Source: an optimization exercise on an open RTL-to-GDS flow (aim: small area, a short achievable clock period and few clock cycles per item). Production flows keep margins and buffers that such runs may drop. At most, simulation tests tie the RTL to the original design; equivalence was not proved. The RTL of runs 2 and 3 was laid out without a check of its function. Power is estimated from default activity; no workload was simulated.

==> flow/design.v (outline; a module is shown in full before it is edited, if it fits) <==
// module systolic_matrix_mult: 1984 lines
module systolic_matrix_mult #(
    parameter DATA_WIDTH = 16,
    parameter FRAC_WIDTH = 8,
    parameter M = 4,
    parameter N = 4,
    parameter K = 4
)(
    input wire clk,
    input wire rst_n,
    input wire start,
    input wire signed [DATA_WIDTH-1:0] a_data,
    input wire [$clog2(M)-1:0] a_row,
    input wire [$clog2(K)-1:0] a_col,
    input wire a_valid,
    input wire signed [DATA_WIDTH-1:0] b_data,
    input wire [$clog2(K)-1:0] b_row,
    input wire [$clog2(N)-1:0] b_col,
    input wire b_valid,
    output reg signed [DATA_WIDTH-1:0] c_data,
    output reg [$clog2(M)-1:0] c_row,
    output reg [$clog2(N)-1:0] c_col,
    output reg c_valid,
    output reg done
);
  // ...
==> flow/flow/run.sh <==
#!/bin/bash
set -euo pipefail
margin=$(cat flow/margin.txt)
bash standard.sh SETUP_SLACK_MARGIN="$margin" finish > standard_flow.log 2>&1
==> flow/flow/margin.txt <==
6.5
==> flow/standard.sh <==
#!/bin/bash
# synth_recipe.tcl (not shown) runs the flow's synth.tcl, then flattens the netlist and writes it again
# the make line also repeats each setting of config.mk as NAME=value (left out here)
make -C /OpenROAD-flow-scripts/flow DESIGN_CONFIG=/design/flow/config.mk WORK_HOME=/design/flow/orfs CLKGATE_MAP_FILE= SYNTH_SCRIPT=/design/flow/synth_recipe.tcl "${@:-finish}"
==> flow/config.mk <==
export PLATFORM = sky130hd
export DESIGN_NAME = systolic_matrix_mult
export DESIGN_NICKNAME = systolic_matrix_mult
export VERILOG_FILES = /design/flow/design.v
export SDC_FILE = /design/flow/constraint.sdc
export NUM_CORES = 4
export LEC_CHECK = 0
export CAP_MARGIN = 20
export CORE_MARGIN = 2
export CORE_UTILIZATION = 30
export SLEW_MARGIN = 20
==> flow/constraint.sdc <==
create_clock -name core_clock -period 10.0 [get_ports {clk}]
set_input_delay 2.0000 -clock core_clock [delete_from_list [all_inputs] [get_ports {clk}]]
set_output_delay 2.0000 -clock core_clock [all_outputs]
set_load 0.01 [all_outputs]
==> qor.csv, run 1 <==
stage,metric,value,unit
status,status,"complete, no violations",
worst_setup_path,Setup Crit Path Kind,flip-flop to flip-flop,
floorplan,tapcell count,2189,
worst_setup_path,"slowest stage delay, CP",570,ps
yosys,"flops & latches, synth",889,
timing,setup TNS,0,ps
cells_and_area,# fillers,16170,
cells_and_area,# diodes,0,
power,Net Sw Power,6000,uW
worst_hold_path,worst hold start,p1_i[1],
cells_and_area,multi-input combinational area share,0.4142,
yosys,sequential cell area fraction in the yosys report,0.4672,
worst_setup_path,CP max FO,4,
yosys,synthesized cell area,49550,um2
yosys,Synth area leaders,"edfxtp_1 31%, fa_1 17%, dfxtp_1 13%",
cells_and_area,"most common cell after layout, fill and taps aside",edfxtp_1,
detailed_routing,met3 wire length,13300,um
clock_tree,clock root buffer,clkbuf_16,
power,leakage,0.02249,uW
detailed_routing,routed wire length,147200,um
detailed_routing,Initial DRC Count,3921,
timing,WHS,323.6,ps
cells_and_area,post-layout instance area,58000,um2
timing,unrepaired setup endpoints after global routing,true,
global_route,largest net degree at the start of global routing,112,
placement,Inst Count DP,6264,
timing,minimum clock period,3777,ps
timing,period utilization,0.3777,
yosys,Synth Area in Adders,0.1826,
clock_tree,worst skew pair latency,680,ps
yosys,largest family of logic cells by synthesized area,adder cells,
worst_hold_path,hold depth,0,
yosys,Synth Instances,4261,
clock_tree,Worst-path clk slew,60,ps
worst_setup_path,r2r endpoint,c_data[14],
Testbench counts, summed over its fixed seeds: cycles 49,921, items 1,600.
==> run 2, diff against run 1 <==
--- a/flow/design.v
+++ b/flow/design.v
@@ -48,32 +48,36 @@
                 cand[x*4+y] = a_full[x] & b_full[y] & ~issued[x*4+y];
         for (x = 0; x < 4; x = x + 1) row_ok[x] = |cand[x*4 +: 4];
         pick_v = |row_ok;
         pick_i = row_ok[0] ? 2'd0 : row_ok[1] ? 2'd1 : row_ok[2] ? 2'd2 : 2'd3;
         row_cand = cand[pick_i*4 +: 4];
         pick_j = row_cand[0] ? 2'd0 : row_cand[1] ? 2'd1 : row_cand[2] ? 2'd2 : 2'd3;
         pick = pick_v ? (16'd1 << {pick_i, pick_j}) : 16'd0;
     end
-    wire pick_last = pick_v && ((issued | pick) == 16'hffff);
+    reg [3:0] n_issued;      
+    wire pick_last = pick_v && (n_issued == 4'd15);
     always @(posedge clk or negedge rst_n) begin
         if (!rst_n) begin
             for (x = 0; x < 4; x = x + 1) a_cnt[x] <= 3'd0;
             for (y = 0; y < 4; y = y + 1) b_cnt[y] <= 3'd0;
             issued <= 16'd0;
+            n_issued <= 4'd0;
         end else if (start) begin
             for (x = 0; x < 4; x = x + 1) a_cnt[x] <= 3'd0;
             for (y = 0; y < 4; y = y + 1) b_cnt[y] <= 3'd0;
             issued <= 16'd0;
+            n_issued <= 4'd0;
         end else begin
             for (x = 0; x < 4; x = x + 1)
                 if (a_valid && a_row == x) a_cnt[x] <= a_cnt[x] + 1'b1;
             for (y = 0; y < 4; y = y + 1)
                 if (b_valid && b_col == y) b_cnt[y] <= b_cnt[y] + 1'b1;
             issued <= issued | pick;
+            if (pick_v) n_issued <= n_issued + 1'b1;
         end
     end
     wire [15:0] a0 = mat_a[{pick_i, 2'd0}];
     wire [15:0] b0 = mat_b[{2'd0, pick_j}];
     wire [15:0] a1 = mat_a[{pick_i, 2'd1}];
     wire [15:0] b1 = mat_b[{2'd1, pick_j}];
     wire [15:0] a2 = mat_a[{pick_i, 2'd2}];
     wire [15:0] b2 = mat_b[{2'd2, pick_j}];
==> flow/config.mk (replaced) <==
export PLATFORM = sky130hd
export DESIGN_NAME = systolic_matrix_mult
export DESIGN_NICKNAME = systolic_matrix_mult
export VERILOG_FILES = /design/flow/design.v
export SDC_FILE = /design/flow/constraint.sdc
export NUM_CORES = 4
export LEC_CHECK = 0
export CAP_MARGIN = 20
export CORE_MARGIN = 2
export CORE_UTILIZATION = 60
export SLEW_MARGIN = 20
==> run 2 against run 1 <==
- non-clock buffer count shrank 19
- register-to-register slack lost 60 ps
- synthesized area grew 0.11%
- flip-flop and latch count grew 4
- worst hold slack gained 3.3 ps
- global-route usage grew 19 points
- synthesized cell count shrank 1.3%
- setup slack lost 65 ps
- via count grew 4.2%
- sequential share of layout area grew 0.86 points
- routed wire length grew 4.3%
- critical path type unchanged
- largest power group unchanged
==> qor.csv, run 2 <==
stage,metric,value,unit,change
clock_tree,H-tree depth,3,,
yosys,Synth area leaders,"edfxtp_1 31%, fa_1 17%, dfxtp_1 13%",,
clock_tree,Clock Sinks,893,,
yosys,Mean Syn Cell Area,11.79,um2,
worst_setup_path,Slowest cell on crit path,fa_1,,
placement,Placement Cell Area,51130,um2,
floorplan,core area,81980,um2,
worst_setup_path,worst-path cell chain,"inv_1, fa_1, inv_1, fa_1, fa_1, ha_4, a21oi_4, o21ai_2, nor4b_4, buf_6, o21bai_4, a2111oi_4, o31ai_4, a21oi_2, xnor2_1",,
detailed_routing,Vias,34320,,
cells_and_area,"most common cell after layout, fill and taps aside",edfxtp_1,,
worst_setup_path,Critical Path End Type,flip-flop,,
cells_and_area,Area Overhead vs Synth,14.78,%,
yosys,Post-synth top cells,"512 x edfxtp_1, 501 x inv_1, 433 x a22oi_1, 417 x fa_1, 331 x dfxtp_1",,
detailed_routing,met2 wire len,71730,um,
yosys,syn_nets,4726,,
clock_tree,clock root buffer,clkbuf_16,,
global_route,vias in the first global route,35820,,
global_route,total grt overflow,0,,
timing,f_max,260.3,MHz,
power,leakage,0.02225,uW,-1.1%
worst_setup_path,CP most frequent cell,fa_1,,
yosys,top_reg_cell synth,edfxtp_1,,
cells_and_area,share of layout cells above drive strength 1,0.1515,,
cells_and_area,# diodes,0,,unchanged
cells_and_area,most frequent cells in the layout,"512 x edfxtp_1, 482 x inv_1, 416 x a22oi_1",,
global_route,GRT Util Overall,0.3637,,
yosys,"EDFF count, synth",512,,
job,count of maximum capacitance violations,0,,
cells_and_area,Final nets,4735,,
worst_setup_path,"slowest stage delay, CP",560,ps,about the same
floorplan,DIE WIDTH,291.5,um,
detailed_routing,routed wire length,153600,um,+4.3%
detailed_routing,Final ANT Viol Nets,0,,
timing,Final Hold Vio Count,0,,
timing,Slew HR,0.3333,,
cells_and_area,post-layout instance area,56940,um2,-1.8%
power,Power Density,295.1,nW/um2,
detailed_routing,drt wl/cell,28.62,um,
placement,post-place setup slack,5383,ps,
timing,"Worst Setup Slack, final",6158,ps,
timing,unrepaired setup endpoints after global routing,true,,
global_route,antenna violations before repair,2,,
detailed_routing,Post-route DRC,0,,
worst_setup_path,startpoint types,flip-flop,,
worst_setup_path,CP top delay family,adder cells,,
timing,period utilization,0.3842,,+0.006489
clock_tree,TritonCTS clock tree,done,,
floorplan,die height,291.5,um,
timing,Final setup viols,0,,
yosys,"flops & latches, synth",893,,+0.45%
clock_tree,total CTS buffers,92,,
worst_setup_path,Required @ worst endpoint,10600,ps,
detailed_routing,DR vias/cell,6.396,,
detailed_routing,routed metal-1 wirelength,57170,um,
timing,max-slew violations,0,,
yosys,synthesized cell area,49610,um2,+0.11%
worst_setup_path,Worst Path Buf+Inv,3,,
timing,setup TNS,0,ps,unchanged
timing,Clock Skew,40.02,ps,
global_route,global-route wire length before repair,227800,um,
global_route,largest net degree at the start of global routing,98,,-13%
worst_setup_path,Critical Path AT,4440,ps,
floorplan,row count,105,,
placement,GPL Wtd Cong,1.000,,
status,status,"complete, no violations",,
yosys,top-area cell type share of the netlist area,0.3099,,
yosys,Synth Instances,4207,,-1.3%
detailed_routing,Initial DRC Count,3830,,-2.3%
yosys,top-count cell post-synth,edfxtp_1,,
yosys,Ys Warns,3,,
yosys,Unique masters post-synth,63,,
power,Total Power,16800,uW,
detailed_routing,met3 wire length,15710,um,+18%
detailed_routing,First-pass DRT Iterations,8,,
cells_and_area,biggest regs,"mat_a x256, mat_b x256",,
placement,Post-DP HPWL,101800,um,
clock_tree,Clock Path Buffers,3,,
floorplan,# IOs,67,,
worst_hold_path,worst hold path type,flip-flop to flip-flop,,
floorplan,starting density of the core,0.6051,,
yosys,sequential cell area fraction in the yosys report,0.4687,,+0.001499
timing,Slew @ Worst Pin,998.6,ps,
timing,minimum clock period,3842,ps,+64.89 ps
worst_setup_path,CP max FO,3,,-1
clock_tree,worst skew pair latency,670,ps,about the same
placement,IO buf count,66,,
floorplan,die area,85000,um2,
power,Worst IR Drop VDD,0.0008661,V,
yosys,cell taking the most area after synthesis,edfxtp_1,,
yosys,"Async S/R FF share, synth",0.05599,,
detailed_routing,top sig layer,met5,,
worst_setup_path,Setup Crit Path Kind,flip-flop to flip-flop,,
clock_tree,Worst-path clk slew,60,ps,about the same
run 2: changes by cell type in the layout (fill, tap and decap cells not counted), moves of 37 or more:
cell	before	now
nand2_1	324	155
o21ai_0	156	27
nor2_1	103	213
a21oi_1	25	101
a31oi_1	1	68
o221ai_1	0	64
nand3_1	71	8
o211ai_1	1	42
nor3_1	39	2
run 2: final cells by class:
cell class                 instances  area, um2
fill                            5780      25040
multi-input combinational       2463      24210
sequential                       893      23470
timing repair buffer             265       2887
clock buffer                     133       2695
inverter                         501       1881
tap                             1070       1339
clock inverter                    41      461.7
run 2: timing repair:
item                       4_1_cts  5_1_grt
gates cloned                    13        0
buffers inserted                60       33
setup endpoints to repair      244       96
gates resized for setup        306      132
hold buffers                     0        0
pin swaps                       49       67
run 2: metal layers:
metal | track usage | up-vias
li1 | - | 14380
met1 | 0.4707 | 17210
met2 | 0.5800 | 2162
met3 | 0.07832 | 555
met4 | 0.1902 | 4
met5 | 0 | -
run 2: metrics by stage:
step                      cells  hold slack [ps]    util
final                      5366            327.0  0.6946
after global routing       5366            332.6  0.6946
after CTS                  5333            325.7  0.6850
after detailed placement   5086            314.7  0.6237
after global placement     5086            311.4  0.6233
after floorplan            4207            309.6       -
run 2: cells by family (layout without fill, tap and decap cells):
kind of cell               after synthesis  count (layout)  share of synthesized area
and+or+nand+nor                        483             484                    0.04222
AOI/OAI and AO/OA                      886             886                     0.1301
xor gates and xnor gates               570             570                     0.1006
DFF                                    893             893                     0.4687
adders and majority gates              474             474                     0.1827
muxes                                   49              49                    0.01064
buffers and inverters                  852             940                    0.06502
run 2: path summary, 6_finish.rpt:
check / start / to / slack, ps / cells after the start
setup / recovery: q2_c646 / c_data[10] / 6160 / 15
hold / removal: p1_j[1] / p2_j[1] / 330 / 0
setup reg to reg: q2_c646 / c_data[10] / 6160 / 15
hold reg to reg: p1_j[1] / p2_j[1] / 330 / 0
max in group asynchronous: rst_n / b_cnt[0][2] / 8110 / 2
min in group asynchronous: rst_n / b_cnt[3][0] / 1430 / 2
run 2: power by group:
part | switching, uW | internal, uW
combinational | 4680 | 4120
clock | 1490 | 2030
sequential | 151 | 4340
total | 6310 | 10500
==> run 3, diff against run 2 <==
--- a/flow/config.mk
+++ b/flow/config.mk
@@ -8,4 +8,6 @@
 export CAP_MARGIN = 20
 export CORE_MARGIN = 2
-export CORE_UTILIZATION = 60
+export CORE_UTILIZATION = 40
+export CTS_BUF_LIST = sky130_fd_sc_hd__clkbuf_8
+export CTS_CLUSTER_SIZE = 30
 export SLEW_MARGIN = 20
==> run 3 against run 2 <==
- still clean on timing, DRC and antenna
- first-iteration DRC count fell by 4.8%
- cell area up 0.72%
- critical path depth unchanged
- fmax barely moved
- non-clock buffer count rose by 25
- combinational power fell by 5.1%
- sequential power is essentially flat
- count of clock-buffer cells in the layout increased by 37
- global-route usage decreased by 13 points
- critical path type unchanged
- critical endpoint unchanged
- largest power group unchanged
==> qor.csv, run 3 <==
stage,metric,value,unit,change
power,Power Density,279.9,nW/um2,-5.1%
placement,post-place setup slack,5329,ps,-54.07 ps
timing,Slew HR,0.2760,,-0.05731
yosys,top_reg_cell synth,edfxtp_1,,
worst_setup_path,Slowest cell on crit path,fa_1,,
detailed_routing,drt wl/cell,24.96,um,-13%
global_route,largest net degree at the start of global routing,76,,-22%
floorplan,die area,126900,um2,+49%
worst_setup_path,Required @ worst endpoint,10710,ps,+110 ps
clock_tree,Clock Path Buffers,3,,unchanged
global_route,vias in the first global route,34710,,-3.1%
clock_tree,H-tree depth,4,,+1
floorplan,die height,356.2,um,+22%
power,Worst IR Drop VDD,0.0004876,V,-44%
cells_and_area,"most common cell after layout, fill and taps aside",inv_1,,
clock_tree,TritonCTS clock tree,done,,
power,combinational share of power,0.520,,-0.004
detailed_routing,Final ANT Viol Nets,0,,unchanged
clock_tree,total CTS buffers,147,,+60%
detailed_routing,DR vias/cell,5.566,,-13%
yosys,Synth Instances,4207,,unchanged
yosys,synthesized cell area,49610,um2,unchanged
detailed_routing,Post-route DRC,0,,unchanged
timing,Slew @ Worst Pin,1084,ps,+85.85 ps
placement,Placement Cell Area,51850,um2,+1.4%
timing,max-slew violations,0,,unchanged
yosys,top-count cell post-synth,edfxtp_1,,
global_route,antenna violations before repair,5,,+3
worst_setup_path,"slowest stage delay, CP",540,ps,-20 ps
power,clock network power share,0.201,,-0.008
cells_and_area,Area Overhead vs Synth,15.60,%,
yosys,Unique masters post-synth,63,,unchanged
worst_hold_path,worst hold path type,flip-flop to flip-flop,,
yosys,Post-synth top cells,"512 x edfxtp_1, 501 x inv_1, 433 x a22oi_1, 417 x fa_1, 331 x dfxtp_1",,
power,Seq pwr share,0.279,,+0.012
yosys,"EDFF count, synth",512,,unchanged
global_route,GRT Util Overall,0.2372,,-0.1265
power,sw frac,0.3817,,+0.005915
timing,setup TNS,0,ps,unchanged
detailed_routing,routed wire length,151200,um,-1.5%
worst_setup_path,CP max FO,3,,unchanged
clock_tree,hold buffer count at CTS,0,,unchanged
cells_and_area,biggest regs,"mat_a x256, mat_b x256",,
worst_setup_path,Worst Path Buf+Inv,3,,unchanged
floorplan,core area,123300,um2,+50%
floorplan,# IOs,67,,unchanged
cells_and_area,Final Core Density,0.4651,,-0.2295
worst_setup_path,Critical Path AT,4550,ps,+110 ps
detailed_routing,Vias,33720,,-1.7%
worst_setup_path,R2R setup slack,6160,ps,about the same
placement,GPL Wtd Cong,0.9511,,-4.9%
timing,Final Hold Vio Count,0,,unchanged
global_route,global-route wire length before repair,223200,um,-2.0%
global_route,total grt overflow,0,,unchanged
floorplan,row count,129,,+23%
yosys,top-area cell type share of the netlist area,0.3099,,unchanged
timing,minimum clock period,3843,ps,+0.8200 ps
detailed_routing,First-pass DRT Iterations,6,,-2
worst_setup_path,Setup Crit Path Kind,flip-flop to flip-flop,,
power,leakage,0.02247,uW,+0.99%
cells_and_area,Final nets,4814,,+1.7%
timing,period utilization,0.3843,,about the same
clock_tree,Clock Sinks,893,,unchanged
worst_setup_path,worst-path cell chain,"fa_1, inv_1, fa_1, inv_1, fa_1, ha_4, a21oi_4, a211oi_2, nor4b_2, buf_4, o21bai_4, a2111oi_4, o31ai_4, a21oi_2, xnor2_1",,
yosys,cell taking the most area after synthesis,edfxtp_1,,
yosys,Mean Syn Cell Area,11.79,um2,unchanged
timing,Clock Skew,49.12,ps,+9.101 ps
yosys,"Async S/R FF share, synth",0.05599,,unchanged
yosys,sequential cell area fraction in the yosys report,0.4687,,unchanged
timing,"Worst Setup Slack, final",6157,ps,-0.8200 ps
timing,unrepaired setup endpoints after global routing,true,,
worst_setup_path,startpoint types,flip-flop,,
yosys,Synth area leaders,"edfxtp_1 31%, fa_1 17%, dfxtp_1 13%",,
cells_and_area,share of layout cells above drive strength 1,0.1705,,+0.01901
status,status,"complete, no violations",,
worst_setup_path,CP most frequent cell,fa_1,,
power,Internal,9925,uW,-5.4%
clock_tree,clock root buffer,clkbuf_8,,
floorplan,DIE WIDTH,356.2,um,+22%
job,count of maximum capacitance violations,0,,unchanged
timing,f_max,260.2,MHz,about the same
power,Net Sw Power,6128,uW,-2.9%
clock_tree,worst skew pair latency,850,ps,+180 ps
yosys,"flops & latches, synth",893,,unchanged
yosys,Ys Warns,3,,unchanged
placement,IO buf count,66,,unchanged
worst_setup_path,CP top delay family,adder cells,,
detailed_routing,Initial DRC Count,3646,,-4.8%
cells_and_area,post-layout instance area,57350,um2,+0.72%
floorplan,starting density of the core,0.4023,,-0.2028
timing,Final setup viols,0,,unchanged
cells_and_area,most frequent cells in the layout,"549 x inv_1, 512 x edfxtp_1, 409 x a22oi_1",,
worst_setup_path,Critical Path End Type,flip-flop,,
yosys,syn_nets,4726,,unchanged
placement,Post-DP HPWL,100600,um,-1.1%
clock_tree,Worst-path clk slew,60,ps,about the same
[run 3: cell counts after synthesis]
Identical to the previous run, type by type.
[run 3: metal layers]
metal,vias to the layer above,global-route usage,wire length (um)
li1,14570,-,-
met1,16780,0.3160,60510
met2,1939,0.3678,68710
met3,433,0.04808,14080
met4,2,0.1209,7931
met5,-,0.001111,9
[run 3: worst register-to-register path, cell delays in order (launching register included)]
cell	delay, ps
dfxtp_2	320
fa_1	540
inv_1	50
fa_1	470
inv_1	50
fa_1	520
ha_4	220
a21oi_4	130
a211oi_2	100
nor4b_2	270
buf_4	210
o21bai_4	90
a2111oi_4	410
o31ai_4	140
a21oi_2	140
xnor2_1	70
[run 3: power groups by stage]
stage | Clock, uW | Sequential (uW) | Combinational (uW)
final | 3220 | 4480 | 8350
after floorplan | 0 | 4510 | 4750
after global routing | 3470 | 4510 | 9420
after CTS | 3290 | 4480 | 7550
after detailed placement | 0 | 4570 | 6650
after global placement | 0 | 4560 | 6580
[run 3: repair_timing]
item / 4_1_cts / 5_1_grt
buffers inserted: 76 / 40
resized for setup: 271 / 158
endpoints found under the setup margin: 194 / 107
cloned: 6 / 5
pin swaps: 34 / 71
[run 3: logic make-up (layout without fill, tap and decap cells)]
logic type / after synthesis / in the layout / synth area share
xor gates and xnor gates: 570 / 570 / 0.1006
adders and majority gates: 474 / 474 / 0.1827
other: 0 / 1 / 0
DFF: 893 / 893 / 0.4687
buffers and inverters: 852 / 1066 / 0.06502
and+or+nand+nor: 483 / 483 / 0.04222
AOI/OAI and AO/OA: 886 / 886 / 0.1301
muxes: 49 / 49 / 0.01064
[run 3: final timing paths]
kind	cells after the start	start	endpoint
worst max register to register	15	q2_s469	c_data[10]
worst max-delay path	15	q2_s469	c_data[10]
max in group asynchronous	2	rst_n	done
worst min register to register	0	p1_i[0]	p2_i[0]
worst min-delay path	0	p1_i[0]	p2_i[0]
min in group asynchronous	2	rst_n	b_cnt[1][2]
[run 3: cell type report]
| class | count | area [um2] |
|---|---|---|
| fill | 11160 | 65960 |
| inverter | 501 | 1881 |
| timing repair buffer | 290 | 2824 |
| antenna | 1 | 2.502 |
| clock inverter | 105 | 659.4 |
| clock buffer | 170 | 2340 |
| sequential | 893 | 23490 |
| multi-input combinational | 2462 | 24100 |
| tap | 1637 | 2048 |
[run 3: per-stage QoR]
stage,total power [uW],std cells,hold slack [ps]
2_1_floorplan,9254,4207,309.6
3_3_place_gp,11150,5656,314.6
3_5_place_dp,11220,5656,313.2
4_1_cts,15320,6013,326.6
5_1_grt,17400,6059,327.9
6_report,16050,6059,324.8

[re-timing with driven ports]
The results above use ideal ports. As a check the final layouts listed here were re-extracted and re-timed, cells and wires unchanged. Step 1 sets driving cells, clkbuf_16 on the clock port and buf_2 on the other inputs (assumed; they add their load-dependent delay and slew). Step 2 moves the port delays by t, midway between the first and last clock arrival at a register: inputs arrive t later, outputs are due t later. That takes back most of the time a late clock gives input paths. a / b / c = ideal ports / drivers / drivers and shift; a / b = the first two.
run | t (ns) | setup slack, ns | worst register clock-pin slew, ns | worst slew at a driven data input, ns | pins driven straight from the clock port
run 1 | 0.742 | 6.223 / 6.223 / 5.850 | 0.06 / 0.06 | 0.07 | 1
run 2 | 0.722 | 6.158 / 6.158 / 5.923 | 0.07 / 0.07 | 0.06 | 1
run 3 | 0.893 | 6.157 / 6.157 / 5.718 | 0.09 / 0.09 | 0.07 | 1
After both steps setup and hold are still met in every run listed. The setup slack of run 3, which loses most, moves by 0.000 ns with the drivers and by -0.439 ns with both steps.
